What follows belongs to an exercise in optimizing a design on an open flow for small area and a short achievable clock period; a production flow would make more cautious choices.
For this run, only the layout was checked, not whether the RTL still works.
No activity file was given, so power comes from the tool's default toggle rates.

**flow/config.mk**
```make
export PLATFORM = sky130hd
export DESIGN_NAME = FP16_mcl
export DESIGN_NICKNAME = FP16_mcl
export VERILOG_FILES = /design/flow/design.v
export SDC_FILE = /design/flow/constraint.sdc
export NUM_CORES = 4
export LEC_CHECK = 0
export ABC_CLOCK_PERIOD_IN_PS = 3000
export CAP_MARGIN = 20
export CORE_MARGIN = 2
export CORE_UTILIZATION = 60
export CTS_BUF_LIST = sky130_fd_sc_hd__clkbuf_4 sky130_fd_sc_hd__clkbuf_8
export SETUP_SLACK_MARGIN = 2.5
export SLEW_MARGIN = 20
```
**flow/constraint.sdc**
```tcl
create_clock -name core_clock -period 5.5 [get_ports {clk}]
set_input_delay 1.1000 -clock core_clock [delete_from_list [all_inputs] [get_ports {clk}]]
set_output_delay 1.1000 -clock core_clock [all_outputs]
set_load 0.01 [all_outputs]
```
**flow/design.v**
```verilog
module FP16_mcl(
    input [15:0] data1,
    input [15:0] data2,
    input rst,
    input input_valid,
    input clk,
    output reg [15:0] datanew,
    output reg output_update
    );
    wire G1;
    wire G10;
    wire G11;
    wire G12;
    wire G13;
    wire G14;
    wire G15;
    wire G16;
    wire G17;
    wire G18;
    wire G19;
    wire G2;
    wire G20;
    wire G21;
    wire G22;
    wire G23;
    wire G24;
    wire G25;
    wire G26;
    wire G27;
    wire G28;
    wire G29;
    wire G3;
    wire G30;
    wire G31;
    wire G32;
    wire G33;
    wire G34;
    wire G35;
    wire G36;
    wire G37;
    wire G38;
    wire G39;
    wire G4;
    wire G40;
    wire G41;
    wire G42;
    wire G43;
    wire G5;
    wire G6;
    wire G7;
    wire G8;
    wire G9;
    wire P1;
    wire P10;
    wire P11;
    wire P12;
    wire P13;
    wire P14;
    wire P15;
    wire P16;
    wire P17;
    wire P18;
    wire P19;
    wire P2;
    wire P20;
    wire P21;
    wire P22;
    wire P23;
    wire P24;
    wire P25;
    wire P26;
    wire P3;
    wire P4;
    wire P5;
    wire P6;
    wire P7;
    wire P8;
    wire P9;
    wire bm5_0;
    wire bm5_1;
    wire bm5_10;
    wire bm5_11;
    wire bm5_2;
    wire bm5_3;
    wire bm5_4;
    wire bm5_5;
    wire bm5_6;
    wire bm5_7;
    wire bm5_8;
    wire bm5_9;
    wire bp0_0;
    wire bp0_1;
    wire bp0_10;
    wire bp0_11;
    wire bp0_2;
    wire bp0_3;
    wire bp0_4;
    wire bp0_5;
    wire bp0_6;
    wire bp0_7;
    wire bp0_8;
    wire bp0_9;
    wire bp1_0;
    wire bp1_1;
    wire bp1_10;
    wire bp1_11;
    wire bp1_2;
    wire bp1_3;
    wire bp1_4;
    wire bp1_5;
    wire bp1_6;
    wire bp1_7;
    wire bp1_8;
    wire bp1_9;
    wire bp2_0;
    wire bp2_1;
    wire bp2_10;
    wire bp2_11;
    wire bp2_2;
    wire bp2_3;
    wire bp2_4;
    wire bp2_5;
    wire bp2_6;
    wire bp2_7;
    wire bp2_8;
    wire bp2_9;
    wire bp3_0;
    wire bp3_1;
    wire bp3_10;
    wire bp3_11;
    wire bp3_2;
    wire bp3_3;
    wire bp3_4;
    wire bp3_5;
    wire bp3_6;
    wire bp3_7;
    wire bp3_8;
    wire bp3_9;
    wire bp4_0;
    wire bp4_1;
    wire bp4_10;
    wire bp4_11;
    wire bp4_2;
    wire bp4_3;
    wire bp4_4;
    wire bp4_5;
    wire bp4_6;
    wire bp4_7;
    wire bp4_8;
    wire bp4_9;
    wire c10_k1;
    wire c11_k0;
    wire c11_k1;
    wire c12_0_k0;
    wire c12_0_k1;
    wire c12_1_k0;
    wire c12_1_k1;
    wire fc_1_10_2;
    wire fc_1_10_3;
    wire fc_1_11_4;
    wire fc_1_11_5;
    wire fc_1_12_6;
    wire fc_1_12_7;
    wire fc_1_13_8;
    wire fc_1_13_9;
    wire fc_1_14_10;
    wire fc_1_14_11;
    wire fc_1_15_12;
    wire fc_1_16_13;
    wire fc_1_8_0;
    wire fc_1_9_1;
    wire fc_2_10_18;
    wire fc_2_11_19;
    wire fc_2_12_20;
    wire fc_2_13_21;
    wire fc_2_14_22;
    wire fc_2_15_23;
    wire fc_2_16_24;
    wire fc_2_17_25;
    wire fc_2_18_26;
    wire fc_2_6_14;
    wire fc_2_7_15;
    wire fc_2_8_16;
    wire fc_2_9_17;
    wire fc_3_10_33;
    wire fc_3_11_34;
    wire fc_3_12_35;
    wire fc_3_13_36;
    wire fc_3_14_37;
    wire fc_3_15_38;
    wire fc_3_16_39;
    wire fc_3_17_40;
    wire fc_3_18_41;
    wire fc_3_19_42;
    wire fc_3_20_43;
    wire fc_3_4_27;
    wire fc_3_5_28;
    wire fc_3_6_29;
    wire fc_3_7_30;
    wire fc_3_8_31;
    wire fc_3_9_32;
    wire fs_1_10_2;
    wire fs_1_10_3;
    wire fs_1_11_4;
    wire fs_1_11_5;
    wire fs_1_12_6;
    wire fs_1_12_7;
    wire fs_1_13_8;
    wire fs_1_13_9;
    wire fs_1_14_10;
    wire fs_1_14_11;
    wire fs_1_15_12;
    wire fs_1_16_13;
    wire fs_1_8_0;
    wire fs_1_9_1;
    wire fs_2_10_18;
    wire fs_2_11_19;
    wire fs_2_12_20;
    wire fs_2_13_21;
    wire fs_2_14_22;
    wire fs_2_15_23;
    wire fs_2_16_24;
    wire fs_2_17_25;
    wire fs_2_18_26;
    wire fs_2_6_14;
    wire fs_2_7_15;
    wire fs_2_8_16;
    wire fs_2_9_17;
    wire fs_3_10_33;
    wire fs_3_11_34;
    wire fs_3_12_35;
    wire fs_3_13_36;
    wire fs_3_14_37;
    wire fs_3_15_38;
    wire fs_3_16_39;
    wire fs_3_17_40;
    wire fs_3_18_41;
    wire fs_3_19_42;
    wire fs_3_20_43;
    wire fs_3_4_27;
    wire fs_3_5_28;
    wire fs_3_6_29;
    wire fs_3_7_30;
    wire fs_3_8_31;
    wire fs_3_9_32;
    wire g0;
    wire g10;
    wire g11;
    wire g12;
    wire g13;
    wire g14;
    wire g15;
    wire g16;
    wire g17;
    wire g18;
    wire g19;
    wire g2;
    wire g20;
    wire g21;
    wire g3;
    wire g4;
    wire g5;
    wire g6;
    wire g7;
    wire g8;
    wire g9;
    wire hc_1_6_0;
    wire hc_1_7_1;
    wire hc_1_8_2;
    wire hc_1_9_3;
    wire hc_2_4_4;
    wire hc_2_5_5;
    wire hc_3_2_6;
    wire hc_3_3_7;
    wire hrc12;
    wire hrc13;
    wire hrc14;
    wire hrc15;
    wire hrc16;
    wire hrc17;
    wire hrc18;
    wire hrc19;
    wire hrc20;
    wire hrc21;
    wire hrs11;
    wire hrs12;
    wire hrs13;
    wire hrs14;
    wire hrs15;
    wire hrs16;
    wire hrs17;
    wire hrs18;
    wire hrs19;
    wire hrs20;
    wire hrs21;
    wire hs_1_6_0;
    wire hs_1_7_1;
    wire hs_1_8_2;
    wire hs_1_9_3;
    wire hs_2_4_4;
    wire hs_2_5_5;
    wire hs_3_2_6;
    wire hs_3_3_7;
    wire l10_k0;
    wire l10_k1;
    wire l9_k0;
    wire l9_k1;
    wire n_bm5_11_c21;
    wire n_bm5_2_c12;
    wire n_bm5_2_c13;
    wire n_bm5_5_c15;
    wire n_bm5_7_c17;
    wire n_bm5_9_c19;
    wire neg0;
    wire neg1;
    wire neg2;
    wire neg3;
    wire neg4;
    wire nneg0;
    wire nneg1;
    wire nneg2;
    wire nneg3;
    wire nneg4;
    wire one0;
    wire one1;
    wire one2;
    wire one3;
    wire one4;
    wire p0;
    wire p10;
    wire p11;
    wire p12;
    wire p13;
    wire p14;
    wire p15;
    wire p16;
    wire p17;
    wire p18;
    wire p19;
    wire p2;
    wire p20;
    wire p21;
    wire p3;
    wire p4;
    wire p5;
    wire p6;
    wire p7;
    wire p8;
    wire p9;
    wire pl10;
    wire pl9;
    wire q0_10;
    wire q0_11;
    wire q0_12;
    wire q0_13;
    wire q0_14;
    wire q0_15;
    wire q0_16;
    wire q0_17;
    wire q0_18;
    wire q0_19;
    wire q0_20;
    wire q0_21;
    wire q0_c12;
    wire q10_k0;
    wire q10_k1;
    wire q11_0_k0;
    wire q11_0_k1;
    wire q11_1_k0;
    wire q11_1_k1;
    wire q1_11;
    wire q1_12;
    wire q1_13;
    wire q1_14;
    wire q1_15;
    wire q1_16;
    wire q1_17;
    wire q1_18;
    wire q1_19;
    wire q1_20;
    wire q1_c12;
    wire r0_k0;
    wire r0_k1;
    wire sg0;
    wire two0;
    wire two1;
    wire two2;
    wire two3;
    wire two4;
    wire ug12;
    wire ug13;
    wire ug14;
    wire ug15;
    wire ug16;
    wire ug17;
    wire ug18;
    wire ug19;
    wire ug20;
    wire ug21;
    wire up12;
    wire up13;
    wire up14;
    wire up15;
    wire up16;
    wire up17;
    wire up18;
    wire up19;
    wire up20;
    wire up21;
    wire z9_0;
    reg bp0_0_r1;
    reg neg0_r1;
    reg hs_3_2_6_r1;
    reg neg1_r1;
    reg hs_3_3_7_r1;
    reg hc_3_2_6_r1;
    reg fs_3_4_27_r1;
    reg hc_3_3_7_r1;
    reg fs_3_5_28_r1;
    reg fc_3_4_27_r1;
    reg fs_3_6_29_r1;
    reg fc_3_5_28_r1;
    reg fs_3_7_30_r1;
    reg fc_3_6_29_r1;
    reg fs_3_8_31_r1;
    reg fc_3_7_30_r1;
    reg fs_3_9_32_r1;
    reg fc_3_8_31_r1;
    reg fs_3_10_33_r1;
    reg fc_3_9_32_r1;
    reg fs_3_11_34_r1;
    reg fc_3_10_33_r1;
    reg fs_3_12_35_r1;
    reg fc_3_11_34_r1;
    reg fs_3_13_36_r1;
    reg fc_3_12_35_r1;
    reg fs_3_14_37_r1;
    reg fc_3_13_36_r1;
    reg fs_3_15_38_r1;
    reg fc_3_14_37_r1;
    reg fs_3_16_39_r1;
    reg fc_3_15_38_r1;
    reg fs_3_17_40_r1;
    reg fc_3_16_39_r1;
    reg fs_3_18_41_r1;
    reg fc_3_17_40_r1;
    reg fs_3_19_42_r1;
    reg fc_3_18_41_r1;
    reg fs_3_20_43_r1;
    reg fc_3_19_42_r1;
    reg n_bm5_11_c21_r1;
    reg fc_3_20_43_r1;
    reg bp0_1_r1;
    reg hrs12_r1;
    reg hrc12_r1;
    reg hrs13_r1;
    reg hrc13_r1;
    reg hrs14_r1;
    reg hrc14_r1;
    reg hrs15_r1;
    reg hrc15_r1;
    reg hrs16_r1;
    reg hrc16_r1;
    reg hrs17_r1;
    reg hrc17_r1;
    reg hrs18_r1;
    reg hrc18_r1;
    reg hrs19_r1;
    reg hrc19_r1;
    reg hrs20_r1;
    reg hrc20_r1;
    reg hrs21_r1;
    reg hrc21_r1;
    reg hrs11_r1;
    reg z9_0_r1;
    reg es0_5_r1;
    reg es0_4_r1;
    reg es0_3_r1;
    reg es0_2_r1;
    reg es0_1_r1;
    reg es0_0_r1;
    reg sg0_r1;
    wire inf0 = (&data1[14:10]) | (&data2[14:10]);
    wire zero0 = ~(|data1[14:0]) | ~(|data2[14:0]);
    wire [5:0] esum0 = data1[14:10] + data2[14:10];
    wire [5:0] es0 = inf0 ? 6'd63 : zero0 ? 6'd0 : esum0;
    assign sg0 = data1[15] ^ data2[15];
    wire [10:0] t1, t2;
    assign t1[0] = 1'b1;
    assign t1[1] = ~(|data1[0:0]);
    assign t1[2] = ~(|data1[1:0]);
    assign t1[3] = ~(|data1[2:0]);
    assign t1[4] = ~(|data1[3:0]);
    assign t1[5] = ~(|data1[4:0]);
    assign t1[6] = ~(|data1[5:0]);
    assign t1[7] = ~(|data1[6:0]);
    assign t1[8] = ~(|data1[7:0]);
    assign t1[9] = ~(|data1[8:0]);
    assign t1[10] = ~(|data1[9:0]);
    assign t2[0] = 1'b1;
    assign t2[1] = ~(|data2[0:0]);
    assign t2[2] = ~(|data2[1:0]);
    assign t2[3] = ~(|data2[2:0]);
    assign t2[4] = ~(|data2[3:0]);
    assign t2[5] = ~(|data2[4:0]);
    assign t2[6] = ~(|data2[5:0]);
    assign t2[7] = ~(|data2[6:0]);
    assign t2[8] = ~(|data2[7:0]);
    assign t2[9] = ~(|data2[8:0]);
    assign t2[10] = ~(|data2[9:0]);
    assign z9_0 = (t1[0] & t2[9]) | (t1[1] & t2[8]) | (t1[2] & t2[7]) | (t1[3] & t2[6]) | (t1[4] & t2[5]) | (t1[5] & t2[4]) | (t1[6] & t2[3]) | (t1[7] & t2[2]) | (t1[8] & t2[1]) | (t1[9] & t2[0]);
    assign neg0 = data2[1] & ~(data2[0] & 1'b0);
    assign one0 = data2[0] ^ 1'b0;
    assign two0 = (data2[1] & ~data2[0] & ~1'b0) | (~data2[1] & data2[0] & 1'b0);
    assign bp0_0 = ((one0 & data1[0])) ^ neg0;
    assign bp0_1 = ((one0 & data1[1]) | (two0 & data1[0])) ^ neg0;
    assign bp0_2 = ((one0 & data1[2]) | (two0 & data1[1])) ^ neg0;
    assign bp0_3 = ((one0 & data1[3]) | (two0 & data1[2])) ^ neg0;
    assign bp0_4 = ((one0 & data1[4]) | (two0 & data1[3])) ^ neg0;
    assign bp0_5 = ((one0 & data1[5]) | (two0 & data1[4])) ^ neg0;
    assign bp0_6 = ((one0 & data1[6]) | (two0 & data1[5])) ^ neg0;
    assign bp0_7 = ((one0 & data1[7]) | (two0 & data1[6])) ^ neg0;
    assign bp0_8 = ((one0 & data1[8]) | (two0 & data1[7])) ^ neg0;
    assign bp0_9 = ((one0 & data1[9]) | (two0 & data1[8])) ^ neg0;
    assign bp0_10 = ((one0 & 1'b1) | (two0 & data1[9])) ^ neg0;
    assign bp0_11 = ((two0 & 1'b1)) ^ neg0;
    assign nneg0 = ~neg0;
    assign neg1 = data2[3] & ~(data2[2] & data2[1]);
    assign one1 = data2[2] ^ data2[1];
    assign two1 = (data2[3] & ~data2[2] & ~data2[1]) | (~data2[3] & data2[2] & data2[1]);
    assign bp1_0 = ((one1 & data1[0])) ^ neg1;
    assign bp1_1 = ((one1 & data1[1]) | (two1 & data1[0])) ^ neg1;
    assign bp1_2 = ((one1 & data1[2]) | (two1 & data1[1])) ^ neg1;
    assign bp1_3 = ((one1 & data1[3]) | (two1 & data1[2])) ^ neg1;
    assign bp1_4 = ((one1 & data1[4]) | (two1 & data1[3])) ^ neg1;
    assign bp1_5 = ((one1 & data1[5]) | (two1 & data1[4])) ^ neg1;
    assign bp1_6 = ((one1 & data1[6]) | (two1 & data1[5])) ^ neg1;
    assign bp1_7 = ((one1 & data1[7]) | (two1 & data1[6])) ^ neg1;
    assign bp1_8 = ((one1 & data1[8]) | (two1 & data1[7])) ^ neg1;
    assign bp1_9 = ((one1 & data1[9]) | (two1 & data1[8])) ^ neg1;
    assign bp1_10 = ((one1 & 1'b1) | (two1 & data1[9])) ^ neg1;
    assign bp1_11 = ((two1 & 1'b1)) ^ neg1;
    assign nneg1 = ~neg1;
    assign neg2 = data2[5] & ~(data2[4] & data2[3]);
    assign one2 = data2[4] ^ data2[3];
    assign two2 = (data2[5] & ~data2[4] & ~data2[3]) | (~data2[5] & data2[4] & data2[3]);
    assign bp2_0 = ((one2 & data1[0])) ^ neg2;
    assign bp2_1 = ((one2 & data1[1]) | (two2 & data1[0])) ^ neg2;
    assign bp2_2 = ((one2 & data1[2]) | (two2 & data1[1])) ^ neg2;
    assign bp2_3 = ((one2 & data1[3]) | (two2 & data1[2])) ^ neg2;
    assign bp2_4 = ((one2 & data1[4]) | (two2 & data1[3])) ^ neg2;
    assign bp2_5 = ((one2 & data1[5]) | (two2 & data1[4])) ^ neg2;
    assign bp2_6 = ((one2 & data1[6]) | (two2 & data1[5])) ^ neg2;
    assign bp2_7 = ((one2 & data1[7]) | (two2 & data1[6])) ^ neg2;
    assign bp2_8 = ((one2 & data1[8]) | (two2 & data1[7])) ^ neg2;
    assign bp2_9 = ((one2 & data1[9]) | (two2 & data1[8])) ^ neg2;
    assign bp2_10 = ((one2 & 1'b1) | (two2 & data1[9])) ^ neg2;
    assign bp2_11 = ((two2 & 1'b1)) ^ neg2;
    assign nneg2 = ~neg2;
    assign neg3 = data2[7] & ~(data2[6] & data2[5]);
    assign one3 = data2[6] ^ data2[5];
    assign two3 = (data2[7] & ~data2[6] & ~data2[5]) | (~data2[7] & data2[6] & data2[5]);
    assign bp3_0 = ((one3 & data1[0])) ^ neg3;
    assign bp3_1 = ((one3 & data1[1]) | (two3 & data1[0])) ^ neg3;
    assign bp3_2 = ((one3 & data1[2]) | (two3 & data1[1])) ^ neg3;
    assign bp3_3 = ((one3 & data1[3]) | (two3 & data1[2])) ^ neg3;
    assign bp3_4 = ((one3 & data1[4]) | (two3 & data1[3])) ^ neg3;
    assign bp3_5 = ((one3 & data1[5]) | (two3 & data1[4])) ^ neg3;
    assign bp3_6 = ((one3 & data1[6]) | (two3 & data1[5])) ^ neg3;
    assign bp3_7 = ((one3 & data1[7]) | (two3 & data1[6])) ^ neg3;
    assign bp3_8 = ((one3 & data1[8]) | (two3 & data1[7])) ^ neg3;
    assign bp3_9 = ((one3 & data1[9]) | (two3 & data1[8])) ^ neg3;
    assign bp3_10 = ((one3 & 1'b1) | (two3 & data1[9])) ^ neg3;
    assign bp3_11 = ((two3 & 1'b1)) ^ neg3;
    assign nneg3 = ~neg3;
    assign neg4 = data2[9] & ~(data2[8] & data2[7]);
    assign one4 = data2[8] ^ data2[7];
    assign two4 = (data2[9] & ~data2[8] & ~data2[7]) | (~data2[9] & data2[8] & data2[7]);
    assign bp4_0 = ((one4 & data1[0])) ^ neg4;
    assign bp4_1 = ((one4 & data1[1]) | (two4 & data1[0])) ^ neg4;
    assign bp4_2 = ((one4 & data1[2]) | (two4 & data1[1])) ^ neg4;
    assign bp4_3 = ((one4 & data1[3]) | (two4 & data1[2])) ^ neg4;
    assign bp4_4 = ((one4 & data1[4]) | (two4 & data1[3])) ^ neg4;
    assign bp4_5 = ((one4 & data1[5]) | (two4 & data1[4])) ^ neg4;
    assign bp4_6 = ((one4 & data1[6]) | (two4 & data1[5])) ^ neg4;
    assign bp4_7 = ((one4 & data1[7]) | (two4 & data1[6])) ^ neg4;
    assign bp4_8 = ((one4 & data1[8]) | (two4 & data1[7])) ^ neg4;
    assign bp4_9 = ((one4 & data1[9]) | (two4 & data1[8])) ^ neg4;
    assign bp4_10 = ((one4 & 1'b1) | (two4 & data1[9])) ^ neg4;
    assign bp4_11 = ((two4 & 1'b1)) ^ neg4;
    assign nneg4 = ~neg4;
    assign bm5_0 = data2[9] ? 1'b0 : data1[0];
    assign bm5_1 = data2[9] ? data1[0] : data1[1];
    assign bm5_2 = data2[9] ? data1[1] : data1[2];
    assign bm5_3 = data2[9] ? data1[2] : data1[3];
    assign bm5_4 = data2[9] ? data1[3] : data1[4];
    assign bm5_5 = data2[9] ? data1[4] : data1[5];
    assign bm5_6 = data2[9] ? data1[5] : data1[6];
    assign bm5_7 = data2[9] ? data1[6] : data1[7];
    assign bm5_8 = data2[9] ? data1[7] : data1[8];
    assign bm5_9 = data2[9] ? data1[8] : data1[9];
    assign bm5_10 = data2[9] ? data1[9] : 1'b1;
    assign bm5_11 = data2[9];
    assign n_bm5_2_c12 = ~bm5_2;
    assign n_bm5_2_c13 = ~bm5_2;
    assign n_bm5_5_c15 = ~bm5_5;
    assign n_bm5_7_c17 = ~bm5_7;
    assign n_bm5_9_c19 = ~bm5_9;
    assign n_bm5_11_c21 = ~bm5_11;
    assign hs_1_6_0 = bp0_6 ^ bp1_4;
    assign hc_1_6_0 = bp0_6 & bp1_4;
    assign hs_1_7_1 = bp0_7 ^ bp1_5;
    assign hc_1_7_1 = bp0_7 & bp1_5;
    assign fs_1_8_0 = bp0_8 ^ bp1_6 ^ bp2_4;
    assign fc_1_8_0 = (bp0_8 & bp1_6) | (bp0_8 & bp2_4) | (bp1_6 & bp2_4);
    assign hs_1_8_2 = bp3_2 ^ bp4_0;
    assign hc_1_8_2 = bp3_2 & bp4_0;
    assign fs_1_9_1 = bp0_9 ^ bp1_7 ^ bp2_5;
    assign fc_1_9_1 = (bp0_9 & bp1_7) | (bp0_9 & bp2_5) | (bp1_7 & bp2_5);
    assign hs_1_9_3 = bp3_3 ^ bp4_1;
    assign hc_1_9_3 = bp3_3 & bp4_1;
    assign fs_1_10_2 = bp0_10 ^ bp1_8 ^ bp2_6;
    assign fc_1_10_2 = (bp0_10 & bp1_8) | (bp0_10 & bp2_6) | (bp1_8 & bp2_6);
    assign fs_1_10_3 = bp3_4 ^ bp4_2 ^ bm5_0;
    assign fc_1_10_3 = (bp3_4 & bp4_2) | (bp3_4 & bm5_0) | (bp4_2 & bm5_0);
    assign fs_1_11_4 = bp0_11 ^ bp1_9 ^ bp2_7;
    assign fc_1_11_4 = (bp0_11 & bp1_9) | (bp0_11 & bp2_7) | (bp1_9 & bp2_7);
    assign fs_1_11_5 = bp3_5 ^ bp4_3 ^ bm5_1;
    assign fc_1_11_5 = (bp3_5 & bp4_3) | (bp3_5 & bm5_1) | (bp4_3 & bm5_1);
    assign fs_1_12_6 = nneg0 ^ bp1_10 ^ bp2_8;
    assign fc_1_12_6 = (nneg0 & bp1_10) | (nneg0 & bp2_8) | (bp1_10 & bp2_8);
    assign fs_1_12_7 = bp3_6 ^ bp4_4 ^ n_bm5_2_c12;
    assign fc_1_12_7 = (bp3_6 & bp4_4) | (bp3_6 & n_bm5_2_c12) | (bp4_4 & n_bm5_2_c12);
    assign fs_1_13_8 = bp1_11 ^ bp2_9 ^ bp3_7;
    assign fc_1_13_8 = (bp1_11 & bp2_9) | (bp1_11 & bp3_7) | (bp2_9 & bp3_7);
    assign fs_1_13_9 = bp4_5 ^ bm5_3 ^ n_bm5_2_c13;
    assign fc_1_13_9 = (bp4_5 & bm5_3) | (bp4_5 & n_bm5_2_c13) | (bm5_3 & n_bm5_2_c13);
    assign fs_1_14_10 = nneg1 ^ bp2_10 ^ bp3_8;
    assign fc_1_14_10 = (nneg1 & bp2_10) | (nneg1 & bp3_8) | (bp2_10 & bp3_8);
    assign fs_1_14_11 = bp4_6 ^ bm5_4 ^ bm5_2;
    assign fc_1_14_11 = (bp4_6 & bm5_4) | (bp4_6 & bm5_2) | (bm5_4 & bm5_2);
    assign fs_1_15_12 = bp2_11 ^ bp3_9 ^ bp4_7;
    assign fc_1_15_12 = (bp2_11 & bp3_9) | (bp2_11 & bp4_7) | (bp3_9 & bp4_7);
    assign fs_1_16_13 = nneg2 ^ bp3_10 ^ bp4_8;
    assign fc_1_16_13 = (nneg2 & bp3_10) | (nneg2 & bp4_8) | (bp3_10 & bp4_8);
    assign hs_2_4_4 = bp0_4 ^ bp1_2;
    assign hc_2_4_4 = bp0_4 & bp1_2;
    assign hs_2_5_5 = bp0_5 ^ bp1_3;
    assign hc_2_5_5 = bp0_5 & bp1_3;
    assign fs_2_6_14 = hs_1_6_0 ^ bp2_2 ^ bp3_0;
    assign fc_2_6_14 = (hs_1_6_0 & bp2_2) | (hs_1_6_0 & bp3_0) | (bp2_2 & bp3_0);
    assign fs_2_7_15 = hs_1_7_1 ^ bp2_3 ^ bp3_1;
    assign fc_2_7_15 = (hs_1_7_1 & bp2_3) | (hs_1_7_1 & bp3_1) | (bp2_3 & bp3_1);
    assign fs_2_8_16 = fs_1_8_0 ^ hs_1_8_2 ^ neg4;
    assign fc_2_8_16 = (fs_1_8_0 & hs_1_8_2) | (fs_1_8_0 & neg4) | (hs_1_8_2 & neg4);
    assign fs_2_9_17 = fs_1_9_1 ^ hs_1_9_3 ^ fc_1_8_0;
    assign fc_2_9_17 = (fs_1_9_1 & hs_1_9_3) | (fs_1_9_1 & fc_1_8_0) | (hs_1_9_3 & fc_1_8_0);
    assign fs_2_10_18 = fs_1_10_2 ^ fs_1_10_3 ^ fc_1_9_1;
    assign fc_2_10_18 = (fs_1_10_2 & fs_1_10_3) | (fs_1_10_2 & fc_1_9_1) | (fs_1_10_3 & fc_1_9_1);
    assign fs_2_11_19 = fs_1_11_4 ^ fs_1_11_5 ^ fc_1_10_2;
    assign fc_2_11_19 = (fs_1_11_4 & fs_1_11_5) | (fs_1_11_4 & fc_1_10_2) | (fs_1_11_5 & fc_1_10_2);
    assign fs_2_12_20 = fs_1_12_6 ^ fs_1_12_7 ^ fc_1_11_4;
    assign fc_2_12_20 = (fs_1_12_6 & fs_1_12_7) | (fs_1_12_6 & fc_1_11_4) | (fs_1_12_7 & fc_1_11_4);
    assign fs_2_13_21 = fs_1_13_8 ^ fs_1_13_9 ^ fc_1_12_6;
    assign fc_2_13_21 = (fs_1_13_8 & fs_1_13_9) | (fs_1_13_8 & fc_1_12_6) | (fs_1_13_9 & fc_1_12_6);
    assign fs_2_14_22 = fs_1_14_10 ^ fs_1_14_11 ^ fc_1_13_8;
    assign fc_2_14_22 = (fs_1_14_10 & fs_1_14_11) | (fs_1_14_10 & fc_1_13_8) | (fs_1_14_11 & fc_1_13_8);
    assign fs_2_15_23 = fs_1_15_12 ^ n_bm5_5_c15 ^ fc_1_14_10;
    assign fc_2_15_23 = (fs_1_15_12 & n_bm5_5_c15) | (fs_1_15_12 & fc_1_14_10) | (n_bm5_5_c15 & fc_1_14_10);
    assign fs_2_16_24 = fs_1_16_13 ^ bm5_6 ^ bm5_5;
    assign fc_2_16_24 = (fs_1_16_13 & bm5_6) | (fs_1_16_13 & bm5_5) | (bm5_6 & bm5_5);
    assign fs_2_17_25 = bp3_11 ^ bp4_9 ^ n_bm5_7_c17;
    assign fc_2_17_25 = (bp3_11 & bp4_9) | (bp3_11 & n_bm5_7_c17) | (bp4_9 & n_bm5_7_c17);
    assign fs_2_18_26 = nneg3 ^ bp4_10 ^ bm5_8;
    assign fc_2_18_26 = (nneg3 & bp4_10) | (nneg3 & bm5_8) | (bp4_10 & bm5_8);
    assign hs_3_2_6 = bp0_2 ^ bp1_0;
    assign hc_3_2_6 = bp0_2 & bp1_0;
    assign hs_3_3_7 = bp0_3 ^ bp1_1;
    assign hc_3_3_7 = bp0_3 & bp1_1;
    assign fs_3_4_27 = hs_2_4_4 ^ bp2_0 ^ neg2;
    assign fc_3_4_27 = (hs_2_4_4 & bp2_0) | (hs_2_4_4 & neg2) | (bp2_0 & neg2);
    assign fs_3_5_28 = hs_2_5_5 ^ bp2_1 ^ hc_2_4_4;
    assign fc_3_5_28 = (hs_2_5_5 & bp2_1) | (hs_2_5_5 & hc_2_4_4) | (bp2_1 & hc_2_4_4);
    assign fs_3_6_29 = fs_2_6_14 ^ neg3 ^ hc_2_5_5;
    assign fc_3_6_29 = (fs_2_6_14 & neg3) | (fs_2_6_14 & hc_2_5_5) | (neg3 & hc_2_5_5);
    assign fs_3_7_30 = fs_2_7_15 ^ hc_1_6_0 ^ fc_2_6_14;
    assign fc_3_7_30 = (fs_2_7_15 & hc_1_6_0) | (fs_2_7_15 & fc_2_6_14) | (hc_1_6_0 & fc_2_6_14);
    assign fs_3_8_31 = fs_2_8_16 ^ hc_1_7_1 ^ fc_2_7_15;
    assign fc_3_8_31 = (fs_2_8_16 & hc_1_7_1) | (fs_2_8_16 & fc_2_7_15) | (hc_1_7_1 & fc_2_7_15);
    assign fs_3_9_32 = fs_2_9_17 ^ hc_1_8_2 ^ fc_2_8_16;
    assign fc_3_9_32 = (fs_2_9_17 & hc_1_8_2) | (fs_2_9_17 & fc_2_8_16) | (hc_1_8_2 & fc_2_8_16);
    assign fs_3_10_33 = fs_2_10_18 ^ hc_1_9_3 ^ fc_2_9_17;
    assign fc_3_10_33 = (fs_2_10_18 & hc_1_9_3) | (fs_2_10_18 & fc_2_9_17) | (hc_1_9_3 & fc_2_9_17);
    assign fs_3_11_34 = fs_2_11_19 ^ fc_1_10_3 ^ fc_2_10_18;
    assign fc_3_11_34 = (fs_2_11_19 & fc_1_10_3) | (fs_2_11_19 & fc_2_10_18) | (fc_1_10_3 & fc_2_10_18);
    assign fs_3_12_35 = fs_2_12_20 ^ fc_1_11_5 ^ fc_2_11_19;
    assign fc_3_12_35 = (fs_2_12_20 & fc_1_11_5) | (fs_2_12_20 & fc_2_11_19) | (fc_1_11_5 & fc_2_11_19);
    assign fs_3_13_36 = fs_2_13_21 ^ fc_1_12_7 ^ fc_2_12_20;
    assign fc_3_13_36 = (fs_2_13_21 & fc_1_12_7) | (fs_2_13_21 & fc_2_12_20) | (fc_1_12_7 & fc_2_12_20);
    assign fs_3_14_37 = fs_2_14_22 ^ fc_1_13_9 ^ fc_2_13_21;
    assign fc_3_14_37 = (fs_2_14_22 & fc_1_13_9) | (fs_2_14_22 & fc_2_13_21) | (fc_1_13_9 & fc_2_13_21);
    assign fs_3_15_38 = fs_2_15_23 ^ fc_1_14_11 ^ fc_2_14_22;
    assign fc_3_15_38 = (fs_2_15_23 & fc_1_14_11) | (fs_2_15_23 & fc_2_14_22) | (fc_1_14_11 & fc_2_14_22);
    assign fs_3_16_39 = fs_2_16_24 ^ fc_1_15_12 ^ fc_2_15_23;
    assign fc_3_16_39 = (fs_2_16_24 & fc_1_15_12) | (fs_2_16_24 & fc_2_15_23) | (fc_1_15_12 & fc_2_15_23);
    assign fs_3_17_40 = fs_2_17_25 ^ fc_1_16_13 ^ fc_2_16_24;
    assign fc_3_17_40 = (fs_2_17_25 & fc_1_16_13) | (fs_2_17_25 & fc_2_16_24) | (fc_1_16_13 & fc_2_16_24);
    assign fs_3_18_41 = fs_2_18_26 ^ bm5_7 ^ fc_2_17_25;
    assign fc_3_18_41 = (fs_2_18_26 & bm5_7) | (fs_2_18_26 & fc_2_17_25) | (bm5_7 & fc_2_17_25);
    assign fs_3_19_42 = bp4_11 ^ n_bm5_9_c19 ^ fc_2_18_26;
    assign fc_3_19_42 = (bp4_11 & n_bm5_9_c19) | (bp4_11 & fc_2_18_26) | (n_bm5_9_c19 & fc_2_18_26);
    assign fs_3_20_43 = nneg4 ^ bm5_10 ^ bm5_9;
    assign fc_3_20_43 = (nneg4 & bm5_10) | (nneg4 & bm5_9) | (bm5_10 & bm5_9);
    assign g0 = bp0_0_r1 & neg0_r1;
    assign p0 = bp0_0_r1 ^ neg0_r1;
    assign g2 = hs_3_2_6_r1 & neg1_r1;
    assign p2 = hs_3_2_6_r1 ^ neg1_r1;
    assign g3 = hs_3_3_7_r1 & hc_3_2_6_r1;
    assign p3 = hs_3_3_7_r1 ^ hc_3_2_6_r1;
    assign g4 = fs_3_4_27_r1 & hc_3_3_7_r1;
    assign p4 = fs_3_4_27_r1 ^ hc_3_3_7_r1;
    assign g5 = fs_3_5_28_r1 & fc_3_4_27_r1;
    assign p5 = fs_3_5_28_r1 ^ fc_3_4_27_r1;
    assign g6 = fs_3_6_29_r1 & fc_3_5_28_r1;
    assign p6 = fs_3_6_29_r1 ^ fc_3_5_28_r1;
    assign g7 = fs_3_7_30_r1 & fc_3_6_29_r1;
    assign p7 = fs_3_7_30_r1 ^ fc_3_6_29_r1;
    assign g8 = fs_3_8_31_r1 & fc_3_7_30_r1;
    assign p8 = fs_3_8_31_r1 ^ fc_3_7_30_r1;
    assign g9 = fs_3_9_32_r1 & fc_3_8_31_r1;
    assign p9 = fs_3_9_32_r1 ^ fc_3_8_31_r1;
    assign g10 = fs_3_10_33_r1 & fc_3_9_32_r1;
    assign p10 = fs_3_10_33_r1 ^ fc_3_9_32_r1;
    assign g11 = fs_3_11_34_r1 & fc_3_10_33_r1;
    assign p11 = fs_3_11_34_r1 ^ fc_3_10_33_r1;
    assign g12 = fs_3_12_35_r1 & fc_3_11_34_r1;
    assign p12 = fs_3_12_35_r1 ^ fc_3_11_34_r1;
    assign g13 = fs_3_13_36_r1 & fc_3_12_35_r1;
    assign p13 = fs_3_13_36_r1 ^ fc_3_12_35_r1;
    assign g14 = fs_3_14_37_r1 & fc_3_13_36_r1;
    assign p14 = fs_3_14_37_r1 ^ fc_3_13_36_r1;
    assign g15 = fs_3_15_38_r1 & fc_3_14_37_r1;
    assign p15 = fs_3_15_38_r1 ^ fc_3_14_37_r1;
    assign g16 = fs_3_16_39_r1 & fc_3_15_38_r1;
    assign p16 = fs_3_16_39_r1 ^ fc_3_15_38_r1;
    assign g17 = fs_3_17_40_r1 & fc_3_16_39_r1;
    assign p17 = fs_3_17_40_r1 ^ fc_3_16_39_r1;
    assign g18 = fs_3_18_41_r1 & fc_3_17_40_r1;
    assign p18 = fs_3_18_41_r1 ^ fc_3_17_40_r1;
    assign g19 = fs_3_19_42_r1 & fc_3_18_41_r1;
    assign p19 = fs_3_19_42_r1 ^ fc_3_18_41_r1;
    assign g20 = fs_3_20_43_r1 & fc_3_19_42_r1;
    assign p20 = fs_3_20_43_r1 ^ fc_3_19_42_r1;
    assign g21 = n_bm5_11_c21_r1 & fc_3_20_43_r1;
    assign p21 = n_bm5_11_c21_r1 ^ fc_3_20_43_r1;
    assign G1 = bp0_1_r1 & g0;
    assign P1 = bp0_1_r1 & p0;
    assign G2 = g3 | (p3 & g2);
    assign P2 = p3 & p2;
    assign G3 = g5 | (p5 & g4);
    assign P3 = p5 & p4;
    assign G4 = g7 | (p7 & g6);
    assign P4 = p7 & p6;
    assign G5 = g2 | (p2 & G1);
    assign P5 = p2 & P1;
    assign G6 = G2 | (P2 & G1);
    assign P6 = P2 & P1;
    assign G7 = g6 | (p6 & G3);
    assign P7 = p6 & P3;
    assign G8 = G4 | (P4 & G3);
    assign P8 = P4 & P3;
    assign G9 = g4 | (p4 & G6);
    assign P9 = p4 & P6;
    assign G10 = G3 | (P3 & G6);
    assign P10 = P3 & P6;
    assign G11 = G7 | (P7 & G6);
    assign P11 = P7 & P6;
    assign G12 = G8 | (P8 & G6);
    assign P12 = P8 & P6;
    assign G13 = g8 | (p8 & G12);
    assign P13 = p8 & P12;
    assign hrs11 = fs_3_11_34 ^ fc_3_10_33;
    assign hrc12 = fs_3_11_34 & fc_3_10_33;
    assign hrs12 = fs_3_12_35 ^ fc_3_11_34;
    assign hrc13 = fs_3_12_35 & fc_3_11_34;
    assign hrs13 = fs_3_13_36 ^ fc_3_12_35;
    assign hrc14 = fs_3_13_36 & fc_3_12_35;
    assign hrs14 = fs_3_14_37 ^ fc_3_13_36;
    assign hrc15 = fs_3_14_37 & fc_3_13_36;
    assign hrs15 = fs_3_15_38 ^ fc_3_14_37;
    assign hrc16 = fs_3_15_38 & fc_3_14_37;
    assign hrs16 = fs_3_16_39 ^ fc_3_15_38;
    assign hrc17 = fs_3_16_39 & fc_3_15_38;
    assign hrs17 = fs_3_17_40 ^ fc_3_16_39;
    assign hrc18 = fs_3_17_40 & fc_3_16_39;
    assign hrs18 = fs_3_18_41 ^ fc_3_17_40;
    assign hrc19 = fs_3_18_41 & fc_3_17_40;
    assign hrs19 = fs_3_19_42 ^ fc_3_18_41;
    assign hrc20 = fs_3_19_42 & fc_3_18_41;
    assign hrs20 = fs_3_20_43 ^ fc_3_19_42;
    assign hrc21 = fs_3_20_43 & fc_3_19_42;
    assign hrs21 = n_bm5_11_c21 ^ fc_3_20_43;
    assign ug12 = hrs12_r1 & hrc12_r1;
    assign up12 = hrs12_r1 ^ hrc12_r1;
    assign ug13 = hrs13_r1 & hrc13_r1;
    assign up13 = hrs13_r1 ^ hrc13_r1;
    assign ug14 = hrs14_r1 & hrc14_r1;
    assign up14 = hrs14_r1 ^ hrc14_r1;
    assign ug15 = hrs15_r1 & hrc15_r1;
    assign up15 = hrs15_r1 ^ hrc15_r1;
    assign ug16 = hrs16_r1 & hrc16_r1;
    assign up16 = hrs16_r1 ^ hrc16_r1;
    assign ug17 = hrs17_r1 & hrc17_r1;
    assign up17 = hrs17_r1 ^ hrc17_r1;
    assign ug18 = hrs18_r1 & hrc18_r1;
    assign up18 = hrs18_r1 ^ hrc18_r1;
    assign ug19 = hrs19_r1 & hrc19_r1;
    assign up19 = hrs19_r1 ^ hrc19_r1;
    assign ug20 = hrs20_r1 & hrc20_r1;
    assign up20 = hrs20_r1 ^ hrc20_r1;
    assign ug21 = hrs21_r1 & hrc21_r1;
    assign up21 = hrs21_r1 ^ hrc21_r1;
    assign G14 = ug13 | (up13 & ug12);
    assign P14 = up13 & up12;
    assign G15 = ug15 | (up15 & ug14);
    assign P15 = up15 & up14;
    assign G16 = ug17 | (up17 & ug16);
    assign P16 = up17 & up16;
    assign G17 = ug19 | (up19 & ug18);
    assign P17 = up19 & up18;
    assign G18 = ug14 | (up14 & G14);
    assign P18 = up14 & P14;
    assign G19 = G15 | (P15 & G14);
    assign P19 = P15 & P14;
    assign G20 = ug18 | (up18 & G16);
    assign P20 = up18 & P16;
    assign G21 = G17 | (P17 & G16);
    assign P21 = P17 & P16;
    assign G22 = ug16 | (up16 & G19);
    assign P22 = up16 & P19;
    assign G23 = G16 | (P16 & G19);
    assign P23 = P16 & P19;
    assign G24 = G20 | (P20 & G19);
    assign P24 = P20 & P19;
    assign G25 = G21 | (P21 & G19);
    assign P25 = P21 & P19;
    assign G26 = ug20 | (up20 & G25);
    assign P26 = up20 & P25;
    assign l9_k0 = p9;
    assign l10_k0 = p10 ^ g9;
    assign c11_k0 = g10 | (p10 & g9);
    assign r0_k0 = l10_k0 & l9_k0;
    assign c12_0_k0 = (hrs11_r1 & c11_k0) | (hrs11_r1 & r0_k0) | (c11_k0 & r0_k0);
    assign q11_0_k0 = hrs11_r1 ^ c11_k0 ^ r0_k0;
    assign c12_1_k0 = (hrs11_r1 & c11_k0) | (hrs11_r1 & l10_k0) | (c11_k0 & l10_k0);
    assign q11_1_k0 = hrs11_r1 ^ c11_k0 ^ l10_k0;
    assign q10_k0 = l10_k0 ^ l9_k0;
    assign l9_k1 = ~p9;
    assign c10_k1 = fs_3_9_32_r1 | fc_3_8_31_r1;
    assign l10_k1 = p10 ^ c10_k1;
    assign c11_k1 = g10 | (p10 & c10_k1);
    assign r0_k1 = l10_k1 & l9_k1;
    assign c12_0_k1 = (hrs11_r1 & c11_k1) | (hrs11_r1 & r0_k1) | (c11_k1 & r0_k1);
    assign q11_0_k1 = hrs11_r1 ^ c11_k1 ^ r0_k1;
    assign c12_1_k1 = (hrs11_r1 & c11_k1) | (hrs11_r1 & l10_k1) | (c11_k1 & l10_k1);
    assign q11_1_k1 = hrs11_r1 ^ c11_k1 ^ l10_k1;
    assign q10_k1 = l10_k1 ^ l9_k1;
    assign pl9 = G13 ? l9_k1 : l9_k0;
    assign pl10 = G13 ? l10_k1 : l10_k0;
    assign q0_10 = G13 ? q10_k1 : q10_k0;
    assign q0_c12 = G13 ? c12_0_k1 : c12_0_k0;
    assign q0_11 = G13 ? q11_0_k1 : q11_0_k0;
    assign q0_12 = up12 ^ q0_c12;
    assign G27 = ug12 | (up12 & q0_c12);
    assign q0_13 = up13 ^ G27;
    assign G28 = G14 | (P14 & q0_c12);
    assign q0_14 = up14 ^ G28;
    assign G29 = G18 | (P18 & q0_c12);
    assign q0_15 = up15 ^ G29;
    assign G30 = G19 | (P19 & q0_c12);
    assign q0_16 = up16 ^ G30;
    assign G31 = G22 | (P22 & q0_c12);
    assign q0_17 = up17 ^ G31;
    assign G32 = G23 | (P23 & q0_c12);
    assign q0_18 = up18 ^ G32;
    assign G33 = G24 | (P24 & q0_c12);
    assign q0_19 = up19 ^ G33;
    assign G34 = G25 | (P25 & q0_c12);
    assign q0_20 = up20 ^ G34;
    assign G35 = G26 | (P26 & q0_c12);
    assign q0_21 = up21 ^ G35;
    assign q1_c12 = G13 ? c12_1_k1 : c12_1_k0;
    assign q1_11 = G13 ? q11_1_k1 : q11_1_k0;
    assign q1_12 = up12 ^ q1_c12;
    assign G36 = ug12 | (up12 & q1_c12);
    assign q1_13 = up13 ^ G36;
    assign G37 = G14 | (P14 & q1_c12);
    assign q1_14 = up14 ^ G37;
    assign G38 = G18 | (P18 & q1_c12);
    assign q1_15 = up15 ^ G38;
    assign G39 = G19 | (P19 & q1_c12);
    assign q1_16 = up16 ^ G39;
    assign G40 = G22 | (P22 & q1_c12);
    assign q1_17 = up17 ^ G40;
    assign G41 = G23 | (P23 & q1_c12);
    assign q1_18 = up18 ^ G41;
    assign G42 = G24 | (P24 & q1_c12);
    assign q1_19 = up19 ^ G42;
    assign G43 = G25 | (P25 & q1_c12);
    assign q1_20 = up20 ^ G43;
    wire z9 = z9_0_r1;
    wire k = q0_21;
    wire tie0 = pl9 & z9;
    wire tie1 = pl10 & ~pl9 & z9;
    wire [9:0] frac1 = {q1_20, q1_19, q1_18, q1_17, q1_16, q1_15, q1_14, q1_13, q1_12, q1_11 & ~tie1};
    wire [9:0] frac0 = {q0_19, q0_18, q0_17, q0_16, q0_15, q0_14, q0_13, q0_12, q0_11, q0_10 & ~tie0};
    wire [5:0] esr = {es0_5_r1, es0_4_r1, es0_3_r1, es0_2_r1, es0_1_r1, es0_0_r1};
    wire sat1 = esr >= 6'd45;
    wire sat0 = esr >= 6'd46;
    wire flz1 = esr <= 6'd14;
    wire flz0 = esr <= 6'd15;
    wire [4:0] eo1 = esr[4:0] + 5'd18;
    wire [4:0] eo0 = esr[4:0] + 5'd17;
    wire sg = sg0_r1;
    wire [15:0] res1 = sat1 ? {sg, 15'h7fff} : flz1 ? 16'h0000 : {sg, eo1, frac1};
    wire [15:0] res0 = sat0 ? {sg, 15'h7fff} : flz0 ? 16'h0000 : {sg, eo0, frac0};
    wire [15:0] res = k ? res1 : res0;
    reg [0:0] vld;
    always @(posedge clk or posedge rst)
        if (rst) begin
            vld <= 1'd0;
            output_update <= 1'b0;
        end else begin
            vld <= input_valid;
            output_update <= vld[0];
        end
    always @(posedge clk) begin
        bp0_0_r1 <= bp0_0;
        neg0_r1 <= neg0;
        hs_3_2_6_r1 <= hs_3_2_6;
        neg1_r1 <= neg1;
        hs_3_3_7_r1 <= hs_3_3_7;
        hc_3_2_6_r1 <= hc_3_2_6;
        fs_3_4_27_r1 <= fs_3_4_27;
        hc_3_3_7_r1 <= hc_3_3_7;
        fs_3_5_28_r1 <= fs_3_5_28;
        fc_3_4_27_r1 <= fc_3_4_27;
        fs_3_6_29_r1 <= fs_3_6_29;
        fc_3_5_28_r1 <= fc_3_5_28;
        fs_3_7_30_r1 <= fs_3_7_30;
        fc_3_6_29_r1 <= fc_3_6_29;
        fs_3_8_31_r1 <= fs_3_8_31;
        fc_3_7_30_r1 <= fc_3_7_30;
        fs_3_9_32_r1 <= fs_3_9_32;
        fc_3_8_31_r1 <= fc_3_8_31;
        fs_3_10_33_r1 <= fs_3_10_33;
        fc_3_9_32_r1 <= fc_3_9_32;
        fs_3_11_34_r1 <= fs_3_11_34;
        fc_3_10_33_r1 <= fc_3_10_33;
        fs_3_12_35_r1 <= fs_3_12_35;
        fc_3_11_34_r1 <= fc_3_11_34;
        fs_3_13_36_r1 <= fs_3_13_36;
        fc_3_12_35_r1 <= fc_3_12_35;
        fs_3_14_37_r1 <= fs_3_14_37;
        fc_3_13_36_r1 <= fc_3_13_36;
        fs_3_15_38_r1 <= fs_3_15_38;
        fc_3_14_37_r1 <= fc_3_14_37;
        fs_3_16_39_r1 <= fs_3_16_39;
        fc_3_15_38_r1 <= fc_3_15_38;
        fs_3_17_40_r1 <= fs_3_17_40;
        fc_3_16_39_r1 <= fc_3_16_39;
        fs_3_18_41_r1 <= fs_3_18_41;
        fc_3_17_40_r1 <= fc_3_17_40;
        fs_3_19_42_r1 <= fs_3_19_42;
        fc_3_18_41_r1 <= fc_3_18_41;
        fs_3_20_43_r1 <= fs_3_20_43;
        fc_3_19_42_r1 <= fc_3_19_42;
        n_bm5_11_c21_r1 <= n_bm5_11_c21;
        fc_3_20_43_r1 <= fc_3_20_43;
        bp0_1_r1 <= bp0_1;
        hrs12_r1 <= hrs12;
        hrc12_r1 <= hrc12;
        hrs13_r1 <= hrs13;
        hrc13_r1 <= hrc13;
        hrs14_r1 <= hrs14;
        hrc14_r1 <= hrc14;
        hrs15_r1 <= hrs15;
        hrc15_r1 <= hrc15;
        hrs16_r1 <= hrs16;
        hrc16_r1 <= hrc16;
        hrs17_r1 <= hrs17;
        hrc17_r1 <= hrc17;
        hrs18_r1 <= hrs18;
        hrc18_r1 <= hrc18;
        hrs19_r1 <= hrs19;
        hrc19_r1 <= hrc19;
        hrs20_r1 <= hrs20;
        hrc20_r1 <= hrc20;
        hrs21_r1 <= hrs21;
        hrc21_r1 <= hrc21;
        hrs11_r1 <= hrs11;
        z9_0_r1 <= z9_0;
        es0_5_r1 <= es0[5];
        es0_4_r1 <= es0[4];
        es0_3_r1 <= es0[3];
        es0_2_r1 <= es0[2];
        es0_1_r1 <= es0[1];
        es0_0_r1 <= es0[0];
        sg0_r1 <= sg0;
        datanew <= res;
    end
endmodule
```
**flow/run.sh**
```bash
#!/bin/bash
# synth_recipe.tcl (not shown) runs the flow's synth.tcl, then flattens the netlist and writes it again
# the make line also repeats each setting of config.mk as NAME=value (left out here)
make -C /OpenROAD-flow-scripts/flow DESIGN_CONFIG=/design/flow/config.mk WORK_HOME=/design/flow/orfs CLKGATE_MAP_FILE= SYNTH_SCRIPT=/design/flow/synth_recipe.tcl finish
```
==> results.rst <==
.. list-table::
   :header-rows: 1

   * - Metric
     - Value
   * - Outcome
     - finished clean
   * - Critical R2R Launch
     - fc_3_8_31_r1
   * - TritonCTS clock tree
     - done
   * - Top-level port count
     - 52
   * - Routed via count
     - 5101
   * - End of the critical path
     - hrs14_r1
   * - Total die area
     - 10840 um^2
   * - Share of post-route cells with drive strength above 1
     - 33.51%
   * - Routability congestion estimate
     - 0.9109
   * - Sinks on the clock net
     - 68
   * - Unrepaired setup endpoints after global routing
     - true
   * - Portion of synthesized cell area occupied by the leading cell type
     - 21.96%
   * - Clock Tree Buf Depth
     - 2
   * - Highest ir drop seen on vdd
     - 333.8 uV
   * - GR Util All Layers
     - 28.58%
   * - Worst r2r dst
     - datanew[11]
   * - Warning count from the yosys run
     - 1
   * - Antenna-violating nets left
     - 0
   * - Routed wire length per instance
     - 17.48 um
   * - H-tree levels
     - 3
   * - Final number of max-transition violations
     - 0
   * - Crit path DAT
     - 3890 ps
   * - Hold WC Path Type
     - reg -> reg
   * - CP most frequent cell
     - fa_2
   * - Post-synth EDFFs
     - 0
   * - Number of maximum-capacitance constraint violations
     - 0
   * - Die boundary height
     - 104.1 um
   * - Post-Route Utilization
     - 83.05%
   * - Time the worst path needs with I/O delays and setup
     - 3636 ps
   * - Maximum fanout count along the critical path
     - 5
   * - Critical path startpoint category
     - primary input
   * - Worst clock skew
     - 13.05 ps
   * - Yosys top cell by area
     - dfxtp_1
   * - Number of nets produced by synthesis
     - 788
   * - Maximum number of pins on one net before global-route repair
     - 17
   * - Portion of the post-synthesis area used by sequential elements
     - 22.80%
   * - Ratio of final minimum period to clock period
     - 66.11%
   * - Yosys reg bits
     - 68
   * - Req. time, crit path
     - 5750 ps
   * - Total of endpoints with negative setup slack in the final report
     - 0
   * - HPWL reported at the end of detailed placement
     - 9783 um
   * - FF/Latch Area
     - 1374 um^2
   * - # nets final
     - 877
   * - Ordered cell list for the critical path
     - buf_8 -> buf_6 -> nand3b_1 -> o21ai_4 -> buf_12 -> a22oi_2 -> xor2_2 -> fa_1 -> fa_2 -> fa_2 -> inv_2 -> ha_4
   * - Total Routed Length
     - 15320 um
   * - Footprint of the multi-input gates
     - 4853 um^2
   * - Number of cells on the worst reg-to-reg path
     - 14
   * - Clock latency on the worst-skew pair
     - 360 ps
   * - Core Box Area
     - 9774 um^2
   * - Cell count after synthesis
     - 649
   * - Count of input and output buffers
     - 51
   * - TNS Setup
     - 0 ps
   * - Post-synthesis cell area
     - 6016 um^2
   * - Setup Crit Path Kind
     - in -> reg
   * - Post-cts hold buffer count
     - 0
   * - Worst rel slew slack
     - 32.51%
   * - Cell with the biggest individual delay on the critical path
     - fa_1
   * - Remaining global-route overflow
     - 0
   * - Flop-to-flop setup slack
     - 2150 ps
   * - Total CTS buffers
     - 9
   * - Cells taking the most area after synthesis
     - dfxtp_1 22%, fa_1 17%, ha_1 11%
   * - Initial DRC Count
     - 276
   * - Area added between synthesis and finish
     - 34.94%
   * - Most flops, register
     - datanew
   * - Startpoint of the worst setup timing path
     - data2[9]
   * - ANT cells
     - 0
   * - Average cell area after synthesis
     - 9.269 um^2
   * - Yosys cell types
     - 57
   * - Vias in the first global route
     - 5130
   * - Number of fill cells
     - 587
   * - Most frequent cell after synthesis
     - inv_1
   * - Leakage power total
     - 3.413 nW
   * - Top FF cell, synth
     - dfxtp_1
   * - Top cell types by occurrence after synthesis
     - 67 x inv_1, 66 x dfxtp_1, 52 x fa_1, 52 x ha_1, 39 x xor2_1
   * - Wire length of the first global-routing pass
     - 24810 um
   * - Final Hold Fails
     - 0
   * - Pwr dens
     - 538.4 nW/um^2
   * - Number of search-and-repair iterations in the first detailed-routing pass
     - 4
   * - Clock transition time at the flip-flop clock pins of the worst setup and hold paths
     - 80 ps
   * - Slowest Stage Delay on Critical Path
     - 590 ps
   * - Starting Density
     - 61.55%
   * - Residual DRC count
     - 0
   * - Initial antenna violation count
     - 0
   * - Die width
     - 104.1 um
   * - Maximum clock rate
     - 275.0 MHz
   * - Transition time of the tightest slew-check pin
     - 999.7 ps
   * - Vias/cell
     - 5.823
   * - Worst Setup End Kind
     - flip-flop
   * - Root buf cell
     - clkbuf_8
   * - Share of synthesized registers carrying an async set or reset
     - 2.941%
   * - Number of flip-flops in the largest register
     - 16
   * - Site Rows
     - 36
## worst min path at each step
stage          start       endpoint  slack [ps]  depth (start not counted)
6_report         vld  output_update         350                          0
5_1_grt          vld  output_update         360                          0
4_1_cts          vld  output_update         360                          0
3_5_place_dp     vld  output_update         340                          0
3_3_place_gp     vld  output_update         340                          0
2_1_floorplan    vld  output_update         330                          0
## cells in the final DEF, fill, tap and decap left out, drive strengths merged, types with 14 or more instances in the layout
master	instances
buf	81
inv	70
dfxtp	66
ha	52
fa	52
o21ai	42
xor2	39
a22oi	36
xnor2	34
clkdlybuf4s50	33
a21oi	32
nand2	27
nor2	24
nand3	17
nand2b	14
## layer usage
layer / track usage (%) / vias up / wire, um
li1: - / 2380 / -
met1: 35.84 / 2486 / 6466
met2: 49.30 / 196 / 7623
met3: 5.576 / 39 / 836
met4: 9.846 / 0 / 388
met5: 0 / - / 0
## logic make-up after synthesis
kind of cell               count (synthesis)  share of synthesized area [%]
muxes                                     20                          3.473
AOI/OAI and AO/OA                        150                          16.97
buffers and inverters                    112                          7.467
and+or+nand+nor                          122                          10.55
adders and majority gates                104                          28.12
xor gates and xnor gates                  73                          10.63
DFF                                       68                          22.80
## timing repair
item                       4_1_cts  5_1_grt
setup endpoints to repair       55       51
gates resized for setup        197       40
pin swaps                       75       37
setup buffers                   47       10
cloned                           4        0
## through the flow
step                      hold slack, ps  total power [mW]  std cells  cell area [um^2]  worst slack (ps)
after global placement             339.4             3.055        799              6750             548.3
after global routing               361.7             4.764        876              8118              1788
final                              352.7             4.370        876              8118              1864
after CTS                          355.7             4.128        866              7885              1926
after detailed placement           336.5             3.163        799              6750             496.7
after floorplan                    331.2             2.626        649              6307              1721
## where the power goes
part / leakage, nW / switching [mW] / internal [mW]
Clock: 0.0840 / 0.215 / 0.169
Sequential: 0.578 / 0.0788 / 0.708
Combinational: 2.75 / 1.66 / 1.54
Total: 3.41 / 1.95 / 2.42
## critical path, delay by kind of cell
| kind | cells | cell delay [ps] |
|---|---|---|
| fa+ha+maj | 4 | 1810 |
| compound gates | 2 | 190 |
| xor+xnor | 1 | 220 |
| buf+inv | 4 | 390 |
| simple gates | 1 | 190 |
## area by class of cell
cell class / instances / area share [%]
clock buffer: 9 / 1.526
clock inverter: 7 / 0.7398
inverter: 68 / 3.206
multi-input combinational: 470 / 59.79
sequential: 68 / 16.92
tap: 133 / 2.050
timing repair buffer: 121 / 15.77

[port drivers added, routing unchanged]
The flow's constraints put no driver on any port. The routed layout listed below was extracted and timed again, unchanged, in two steps.
Step 1, drivers: a clkbuf_16 drives clk and a buf_2 each remaining input, both assumed.
Step 2 times the ports against the registers' clock, not the clock port: input delays grow and output delays shrink by t, the midpoint of the rising clock arrivals with the driver on.
Slacks: ideal ports / drivers / drivers and shift; pairs: ideal ports / drivers.
shift t [ns]: 0.391
setup WS [ns]: 1.864 / 1.863 / 1.473
worst setup path after step 2: input to register
After both steps setup and hold are still met in this run. The setup slack of this run moves by -0.001 ns with the drivers and by -0.391 ns with both steps.
